Context: an optimization exercise on an open-source flow, tuned for small area, a short achievable clock period and few clock cycles per item. The choices shown serve that exercise and are no tape-out recipe.
Where RTL was checked, it was by simulation tests only, not by an equivalence proof against the original.

// verilog_multiplier
module verilog_multiplier(clk, rst, ready, op1, op2, res, done);
    input wire clk, rst;
    input wire ready;
    input wire [31:0] op1, op2;
    output wire [31:0] res;
    output reg done;
    localparam IDLE = 2'd0, R0 = 2'd1, LSH = 2'd2, RSH = 2'd3;
    reg [1:0] st;
    reg [47:0] S;
    reg [47:16] C;
    reg        ccl;
    reg [9:0]  E;        
    reg        sgn, fnan, fz, fpay;
    reg        rndr;     
    reg [21:0] pay;      
    wire e1z = (op1[30:23] == 8'd0);
    wire e2z = (op2[30:23] == 8'd0);
    wire e1f = (op1[30:23] == 8'hff);
    wire e2f = (op2[30:23] == 8'hff);
    wire f1z = (op1[22:0] == 23'd0);
    wire f2z = (op2[22:0] == 23'd0);
    wire zero1 = e1z & f1z, zero2 = e2z & f2z;
    wire inf1 = e1f & f1z, inf2 = e2f & f2z;
    wire nan1 = e1f & ~f1z, nan2 = e2f & ~f2z;
    wire qnan = (zero1 & inf2) | (inf1 & zero2);
    wire nanx = ~qnan & (nan1 | nan2);           
    wire zerox = ~(e1f | e2f) & (zero1 | zero2);  
    wire infx = qnan | (~nan1 & ~nan2 & ~zero1 & ~zero2 & (inf1 | inf2));
    wire special = zero1 | zero2 | e1f | e2f;
    wire [8:0] esum = {1'b0, op1[30:24], op1[23] | e1z} + {1'b0, op2[30:24], op2[23] | e2z};
    wire [9:0] e_in = {1'b0, esum} - 10'd127;
    wire fast = special | (~e1z & ~e2z & (esum >= 9'd128));
    wire [23:0] a = {~e1z, op1[22:0]};
    wire [23:0] b = {~e2z, op2[22:0]};
    wire [47:0] tree_s, tree_c;
    wire [15:0] t_lo;
    wire t_cl;
    wire [47:23] t_ha;
    wire [46:23] t_hb;
    wire idle = (st == IDLE);    
    wire rnd;
  ...
==> flow/config.mk <==
export PLATFORM = sky130hd
export DESIGN_NAME = verilog_multiplier
export DESIGN_NICKNAME = verilog_multiplier
export VERILOG_FILES = /design/flow/design.v
export SDC_FILE = /design/flow/constraint.sdc
export NUM_CORES = 4
export LEC_CHECK = 0
export CAP_MARGIN = 20
export CORE_MARGIN = 2
export CORE_UTILIZATION = 60
export SETUP_SLACK_MARGIN = 2.4
export SLEW_MARGIN = 20
export TNS_END_PERCENT = 20
==> flow/constraint.sdc <==
create_clock -name core_clock -period 8.0 [get_ports {clk}]
set_input_delay 1.6000 -clock core_clock [delete_from_list [all_inputs] [get_ports {clk}]]
set_output_delay 1.6000 -clock core_clock [all_outputs]
set_load 0.01 [all_outputs]
standard.sh (not shown) runs the stock make flow with config.mk's settings and CLKGATE_MAP_FILE= SYNTH_SCRIPT=/design/flow/synth_recipe.tcl, a recipe that flattens the netlist after the stock synthesis.
==> flow/flow/run.sh <==
#!/bin/bash
# Own flow: the standard layout, except that synthesis runs Yosys's fine
# stage without its early "abc -fast", so that extract_fa finds the design's
# full adders as written (no inverter between adders). The standard synthesis
# runs first; its register names are given to the own netlist's registers,
# and the standard netlist is used as it is if the registers do not match.
set -uo pipefail
W=$(pwd)
R=$W/orfs/results/$FLOW_PLATFORM/verilog_multiplier/base
bash standard.sh synth > log_standard_synth.txt 2>&1 || exit 1
cp "$R/1_2_yosys.v" "$W/ref_1_2_yosys.v"
sed '1s/.*/proc synth {args} { if {[lsearch -glob $args "fine:*"] >= 0} { yosys synth -nofsm -noshare -noabc {*}$args } else { yosys synth -nofsm -noshare {*}$args } }/' synth_recipe.tcl > own_synth.tcl
sed "s|SYNTH_SCRIPT=[^ ]*|SYNTH_SCRIPT=$W/own_synth.tcl|" standard.sh > own_standard.sh
if bash own_standard.sh do-yosys > log_own_synth.txt 2>&1 \
   && python3 flow/rename.py "$W/ref_1_2_yosys.v" "$R/1_2_yosys.v" "$W/own_1_2_yosys.v" > log_rename.txt 2>&1; then
  cp "$W/own_1_2_yosys.v" "$R/1_2_yosys.v"
  echo "own synthesis used" >> log_rename.txt
else
  cp "$W/ref_1_2_yosys.v" "$R/1_2_yosys.v"
  echo "standard synthesis used" >> log_rename.txt
fi
rm -f "$R/1_synth.odb" "$R/1_synth.sdc"
bash standard.sh "BUFFER_PORTS_ARGS=-buffer_cell sky130_fd_sc_hd__buf_2" finish > log_standard_finish.txt 2>&1
Other scripts of this flow, unchanged in this note and not shown: flow/flow/rename.py
The first run passed the timing, DRC and antenna checks.
Testbench counts at the start, summed over its fixed seeds: cycles 6,400, items 3,200.
Edit:
--- a/flow/flow/run.sh
+++ b/flow/flow/run.sh
@@ -22,2 +22,2 @@
 rm -f "$R/1_synth.odb" "$R/1_synth.sdc"
-bash standard.sh "BUFFER_PORTS_ARGS=-buffer_cell sky130_fd_sc_hd__buf_2" finish > log_standard_finish.txt 2>&1
+bash standard.sh "BUFFER_PORTS_ARGS=-buffer_cell sky130_fd_sc_hd__buf_4" finish > log_standard_finish.txt 2>&1
- CTS_CLUSTER_DIAMETER: unset -> 100
- CTS_CLUSTER_SIZE: unset -> 40
- SETUP_SLACK_MARGIN: 2.4 -> 2.0
- TNS_END_PERCENT: 20 -> unset
Result: The changed run passed the timing, DRC and antenna checks; routed wire length came out lower by about 2.2%; hold slack gets worse by 0.0079 ns; critical path depth does not change; design area came out lower by about 2.6%; count of clock-buffer cells in the layout came out higher by 3; clock skew came out higher by 0.0041 ns; worst setup slack gets worse by 0.25 ns; die area is unchanged; core utilization came out lower by 1.7 points.
Edit:
- CTS_CLUSTER_DIAMETER: 100 -> unset
- CTS_CLUSTER_SIZE: 40 -> unset
Synthesized area is unchanged.
Die area stays the same.
Via count stays the same.
Wire length stays the same.
Non-clock buffer count stays the same.
Cell area stays the same.
Critical path depth is unchanged.
Global-route usage does not change.
Edit:
--- a/flow/flow/run.sh
+++ b/flow/flow/run.sh
@@ -22,2 +22,2 @@
 rm -f "$R/1_synth.odb" "$R/1_synth.sdc"
-bash standard.sh "BUFFER_PORTS_ARGS=-buffer_cell sky130_fd_sc_hd__buf_4" finish > log_standard_finish.txt 2>&1
+bash standard.sh "BUFFER_PORTS_ARGS=-buffer_cell sky130_fd_sc_hd__buf_2" finish > log_standard_finish.txt 2>&1
Effect: Final area is lower by 0.96%; wire length is lower by 0.81%.
Edit:
- CTS_BUF_LIST: unset -> sky130_fd_sc_hd__clkbuf_4 sky130_fd_sc_hd__clkbuf_8
- SETUP_SLACK_MARGIN: 2.0 -> 2.25
- TNS_END_PERCENT: unset -> 20
What happened:
- fmax climbs by 2.7%
- final cell count climbs by 0.66%
- non-clock buffer count climbs by 15
- cell area climbs by 1.2%
- via count climbs by 2.0%
- wire length climbs by 1.6%
- core utilization climbs by 0.80 points

Setup of JK:
verilog_multiplier, a different RTL version from the one above (not shown whole).
Size in the first run: ~110 flip-flops.
==> flow/config.mk <==
export PLATFORM = sky130hd
export DESIGN_NAME = verilog_multiplier
export DESIGN_NICKNAME = verilog_multiplier
export VERILOG_FILES = /design/flow/design.v
export SDC_FILE = /design/flow/constraint.sdc
export NUM_CORES = 4
export LEC_CHECK = 0
export CAP_MARGIN = 20
export CORE_MARGIN = 2
export CORE_UTILIZATION = 40
export SETUP_SLACK_MARGIN = 2.5
export SLEW_MARGIN = 20
==> flow/constraint.sdc <==
create_clock -name core_clock -period 8.0 [get_ports {clk}]
set_input_delay 1.6000 -clock core_clock [delete_from_list [all_inputs] [get_ports {clk}]]
set_output_delay 1.6000 -clock core_clock [all_outputs]
set_load 0.01 [all_outputs]
==> flow/flow/run.sh <==
#!/bin/bash
# Own flow: the standard layout, except that synthesis runs Yosys's fine
# stage without its early "abc -fast", so that extract_fa finds the design's
# full adders as written (no inverter between adders). The standard synthesis
# runs first; its register names are given to the own netlist's registers,
# and the standard netlist is used as it is if the registers do not match.
set -uo pipefail
W=$(pwd)
R=$W/orfs/results/$FLOW_PLATFORM/verilog_multiplier/base
bash standard.sh synth > log_standard_synth.txt 2>&1 || exit 1
cp "$R/1_2_yosys.v" "$W/ref_1_2_yosys.v"
sed '1s/.*/proc synth {args} { if {[lsearch -glob $args "fine:*"] >= 0} { yosys synth -nofsm -noshare -noabc {*}$args } else { yosys synth -nofsm -noshare {*}$args } }/' synth_recipe.tcl > own_synth.tcl
sed "s|SYNTH_SCRIPT=[^ ]*|SYNTH_SCRIPT=$W/own_synth.tcl|" standard.sh > own_standard.sh
if bash own_standard.sh do-yosys > log_own_synth.txt 2>&1 \
   && python3 flow/rename.py "$W/ref_1_2_yosys.v" "$R/1_2_yosys.v" "$W/own_1_2_yosys.v" > log_rename.txt 2>&1; then
  cp "$W/own_1_2_yosys.v" "$R/1_2_yosys.v"
  echo "own synthesis used" >> log_rename.txt
else
  cp "$W/ref_1_2_yosys.v" "$R/1_2_yosys.v"
  echo "standard synthesis used" >> log_rename.txt
fi
rm -f "$R/1_synth.odb" "$R/1_synth.sdc"
bash standard.sh "BUFFER_PORTS_ARGS=-buffer_cell sky130_fd_sc_hd__buf_4" finish > log_standard_finish.txt 2>&1
Other scripts of this flow, unchanged in this note and not shown: flow/flow/rename.py
Testbench counts of JK, summed over its fixed seeds: cycles 6,400, items 3,200.
Relative to JK, the following input files were edited for MS:
- SETUP_SLACK_MARGIN changed from 2.5 to 1.5
Results
- MS has first-pass GRT wire length below what JK had.
- JK -> MS: critical path depth flat
- The run showing the smaller smallest setup slack after layout is MS.
- Sort MS and JK by HPWL reported at the end of detailed placement, descending, and JK comes first.
- Comparing MS and JK, the higher share of the final layout cell area in multi-input gates is on MS.
- Side by side, first-pass iteration count of the detailed router turned out lower in MS than in JK.
- Via count: higher on JK
- Total of plain and repair buffers excluding clock buffers for MS is lower than for JK.
- | worst slack at placement | MS vs JK | 73 ps higher |

== v33 ==
RTL: one of the versions met above, not the one the previous note started from.
Size: about 2300 cells after synthesis, about 120 flip-flops, roughly 100 I/O pins, roughly 0.023 mm^2 of cells after synthesis.
==> flow/config.mk <==
export PLATFORM = sky130hd
export DESIGN_NAME = verilog_multiplier
export DESIGN_NICKNAME = verilog_multiplier
export VERILOG_FILES = /design/flow/design.v
export SDC_FILE = /design/flow/constraint.sdc
export NUM_CORES = 4
export LEC_CHECK = 0
export CAP_MARGIN = 20
export CORE_MARGIN = 2
export CORE_UTILIZATION = 60
export SETUP_SLACK_MARGIN = 1.5
export SLEW_MARGIN = 20
==> flow/constraint.sdc <==
create_clock -name core_clock -period 8.0 [get_ports {clk}]
set_input_delay 1.6000 -clock core_clock [delete_from_list [all_inputs] [get_ports {clk}]]
set_output_delay 1.6000 -clock core_clock [all_outputs]
set_load 0.01 [all_outputs]
==> flow/flow/rename.py <==
#!/usr/bin/env python3
# rename.py REF OWN OUT: give OWN's flip-flops the instance names that the
# standard synthesis (REF) gave the same registers. Registers are matched by
# their name without Yosys's "$_<cell>_" suffix. Exits 1 if the registers
# (count, names or cell types, drive strength aside) do not correspond.
import re, sys

pat = re.compile(r'^(\s*)(sky130_fd_sc_hd__(\w+?)_(\d+))\s+(\\\S+|\w+)\s*\(', re.M)

def flops(text):
    out = {}
    for m in pat.finditer(text):
        typ = m.group(3)
        if not (typ.startswith("df") or typ.startswith("edf") or typ.startswith("sdf") or typ.startswith("dl")):
            continue
        name = m.group(5)
        key = re.sub(r'\$_[A-Z0-9_]+_$', '', name.rstrip())
        if key in out:
            sys.exit("duplicate key %s" % key)
        out[key] = (typ, name)
    return out

ref = open(sys.argv[1]).read()
own = open(sys.argv[2]).read()
fr, fo = flops(ref), flops(own)
if set(fr) != set(fo):
    sys.exit("register sets differ: %s" % sorted(set(fr) ^ set(fo))[:10])
for k in fr:
    if fr[k][0] != fo[k][0]:
        sys.exit("cell type differs for %s: %s %s" % (k, fr[k][0], fo[k][0]))
ren = {fo[k][1]: fr[k][1] for k in fr if fo[k][1] != fr[k][1]}
def sub(m):
    name = m.group(5)
    if name in ren:
        return "%s%s %s (" % (m.group(1), m.group(2), ren[name] if ren[name].startswith("\\") is False else ren[name] + " ")
    return m.group(0)
new = pat.sub(sub, own)
# no instance name may clash after renaming
names = [m.group(5).rstrip() for m in pat.finditer(new)]
if len(names) != len(set(names)):
    sys.exit("name clash after renaming")
open(sys.argv[3], "w").write(new)
print("renamed %d of %d registers" % (len(ren), len(fr)))
Scripts as last shown in full above: flow/flow/run.sh
v33: PASS, flow complete, no timing, DRC or antenna violations
Testbench counts of v33, summed over its fixed seeds: cycles 6,400, items 3,200.
Relative to v33, the following input files were edited for v58:
- changing SETUP_SLACK_MARGIN from 1.5 to 2.5
--- outcome ---
Compared to v33, v58 has multi-input combinational cell area 3.2% higher.
register to register as the startpoint-to-endpoint class of the critical path was reported by v33, and input port to register by v58.
v33 reports its uppermost metal layer occupied by signal nets as met5 while v58 reports met4.
Of the two candidates, v33 has the worse final critical-path required period and v58 the better one.
From v33 to v58, sequential cell count did not move at all.
Non-clock buffer count came out higher on v58 than on v33.
Going from v33 to v58, the met2 track utilization from global routing was found to have gone down by 0.72 points.
Fraction of the cycle the final worst path needs was lower in the run labelled v58.
Cell count in v58 is 41 above v33.
v58 vs v33 on wire length the detailed router placed on met1: v58 is the higher one.
Every stage of the flow completed for v58, and the final layout passed the timing, DRC and antenna checks.
Taking v33 as 1.0, v58 lands at 0.862 on number of violations reported at the end of detailed-routing iteration 0.
--- input diff v58..v31 ---
- SETUP_SLACK_MARGIN now 1.5, was 2.5
- CORE_UTILIZATION now 40, was 60
==> run summary <==
Launching element of the worst setup path: op2[3] -> v58, st[0] -> v31. Comparing v31 against v58, there is no change at all in maximum buffer depth of the clock tree. Compared v31 vs v58, and post-route minimum period is up in v31. Lower worst slew margin relative to its limit was reported by v31, not v58. Delta (v31 minus v58): clock-cell share of area +0.20 points.
Changes in v15 relative to v31:
- SETUP_SLACK_MARGIN changed from 1.5 to 2.0
- As far as die boundary height goes, v15 and v31 are indistinguishable; the numbers are identical.
- v15 and v31 ended up with nearly the same final cell count.
- [diff] worst setup margin, v15 relative to v31: improvement
- Comparing v31 with v15, the sequential cell area share came out essentially unchanged.

Starting RTL as in the previous note.
export LEC_CHECK = 0
export CAP_MARGIN = 20
export CORE_MARGIN = 2
export CORE_UTILIZATION = 60
export SETUP_SLACK_MARGIN = 2.25
export SLEW_MARGIN = 20
create_clock -name core_clock -period 8.0 [get_ports {clk}]
Scripts as last shown in full above: flow/flow/run.sh
Other scripts of this flow, unchanged in this note and not shown: flow/flow/rename.py
The first run completed without violations.
Testbench counts at the start, summed over its fixed seeds: cycles 6,400, items 3,200.
==> next run, changes <==
--- a/flow/flow/run.sh
+++ b/flow/flow/run.sh
@@ -21,3 +21,3 @@
 fi
 rm -f "$R/1_synth.odb" "$R/1_synth.sdc"
-bash standard.sh "BUFFER_PORTS_ARGS=-buffer_cell sky130_fd_sc_hd__buf_4" finish > log_standard_finish.txt 2>&1
+bash standard.sh "BUFFER_PORTS_ARGS=-buffer_cell sky130_fd_sc_hd__buf_2" finish > log_standard_finish.txt 2>&1
Outcome: Via count came out lower by 1.1%; design area came out lower by 0.69%; cell count hardly moves; worst hold slack stays flat.

## alpha
Another version of the RTL of verilog_multiplier (not shown whole).
Size in the first run: about 3100 cells after synthesis, roughly 110 flip-flops, ~100 I/O pins, roughly 26000 µm² of cells after synthesis.
==> flow/config.mk <==
export PLATFORM = sky130hd
export DESIGN_NAME = verilog_multiplier
export DESIGN_NICKNAME = verilog_multiplier
export VERILOG_FILES = /design/flow/design.v
export SDC_FILE = /design/flow/constraint.sdc
export NUM_CORES = 4
export LEC_CHECK = 0
export CAP_MARGIN = 20
export CORE_MARGIN = 2
export CORE_UTILIZATION = 40
export SETUP_SLACK_MARGIN = 3.0
export SLEW_MARGIN = 20
==> flow/constraint.sdc <==
create_clock -name core_clock -period 8.0 [get_ports {clk}]
set_input_delay 1.6000 -clock core_clock [delete_from_list [all_inputs] [get_ports {clk}]]
set_output_delay 1.6000 -clock core_clock [all_outputs]
set_load 0.01 [all_outputs]
run.sh (not shown) runs the stock make flow with config.mk's settings and CLKGATE_MAP_FILE= SYNTH_SCRIPT=/design/flow/synth_recipe.tcl, a recipe that flattens the netlist after the stock synthesis.
Stock flow here: none of the scripts above is used.
For beta, these inputs were changed with respect to alpha:
- swapping 3.0 for 1.5 in SETUP_SLACK_MARGIN
Findings:
~same register cell area after layout in alpha and beta. [compare] base=alpha new=beta: global-route usage dropped 1.9 points; total placed cells including tap cells barely changed. Compared with alpha, wire length in beta decreased by a little under 10%. beta: logic depth of the worst setup path including buffers higher than alpha. alpha tops out at a higher clock frequency than beta.
No run of this note included a check of the RTL's function; only the layout flow was run.

-- what the ideal ports hide --
No port has a modelled driver above. Below, the same layouts with a new extraction and two added sets of constraints. Step 1 assumes that a clkbuf_16 drives the clock port and a buf_2 every other input. Step 2 adds t to the input delays and takes it off the output delays; t is the mean of the earliest and latest rising clock arrival at the registers after step 1. Input paths then give back, and output paths get back, about the clock's delay inside the block. Three values: no drivers, after step 1, after step 2; two values: the first two.
run	t, ns	slack for setup (ns)	worst setup path after step 2	worst register clock-pin slew, ns
the first run of note 1	0.482	2.401 / 2.400 / 1.918	input to register	0.06 / 0.06
the second run of note 1	0.473	2.148 / 2.161 / 1.701	input to register	0.07 / 0.07
the third run of note 1	0.473	2.148 / 2.161 / 1.701	input to register	0.07 / 0.07
the fourth run of note 1	0.480	2.153 / 2.136 / 1.696	input to register	0.06 / 0.06
the fifth run of note 1	0.509	2.309 / 2.320 / 1.828	input to register	0.09 / 0.09
JK	0.427	1.873 / 1.820 / 2.118	input to register	0.09 / 0.09
MS	0.413	1.661 / 1.608 / 1.655	input to register	0.08 / 0.08
v33	0.488	1.869 / 1.845 / 1.418	input to register	0.06 / 0.06
v58	0.482	2.485 / 2.378 / 1.896	input to register	0.06 / 0.06
v31	0.483	1.800 / 1.770 / 1.387	input to register	0.06 / 0.06
v15	0.479	2.127 / 2.121 / 1.672	input to register	0.06 / 0.06
the first run of note 4	0.472	2.299 / 2.322 / 1.850	input to register	0.07 / 0.07
the second run of note 4	0.473	2.328 / 2.352 / 1.879	input to register	0.06 / 0.06
alpha	0.425	1.750 / 1.695 / 2.065	input to register	0.08 / 0.08
beta	0.416	1.690 / 1.639 / 1.326	input to register	0.08 / 0.08
After both steps setup and hold are still met in every run listed. The setup slack of v58, which loses most, moves by -0.107 ns with the drivers and by -0.589 ns with both steps.
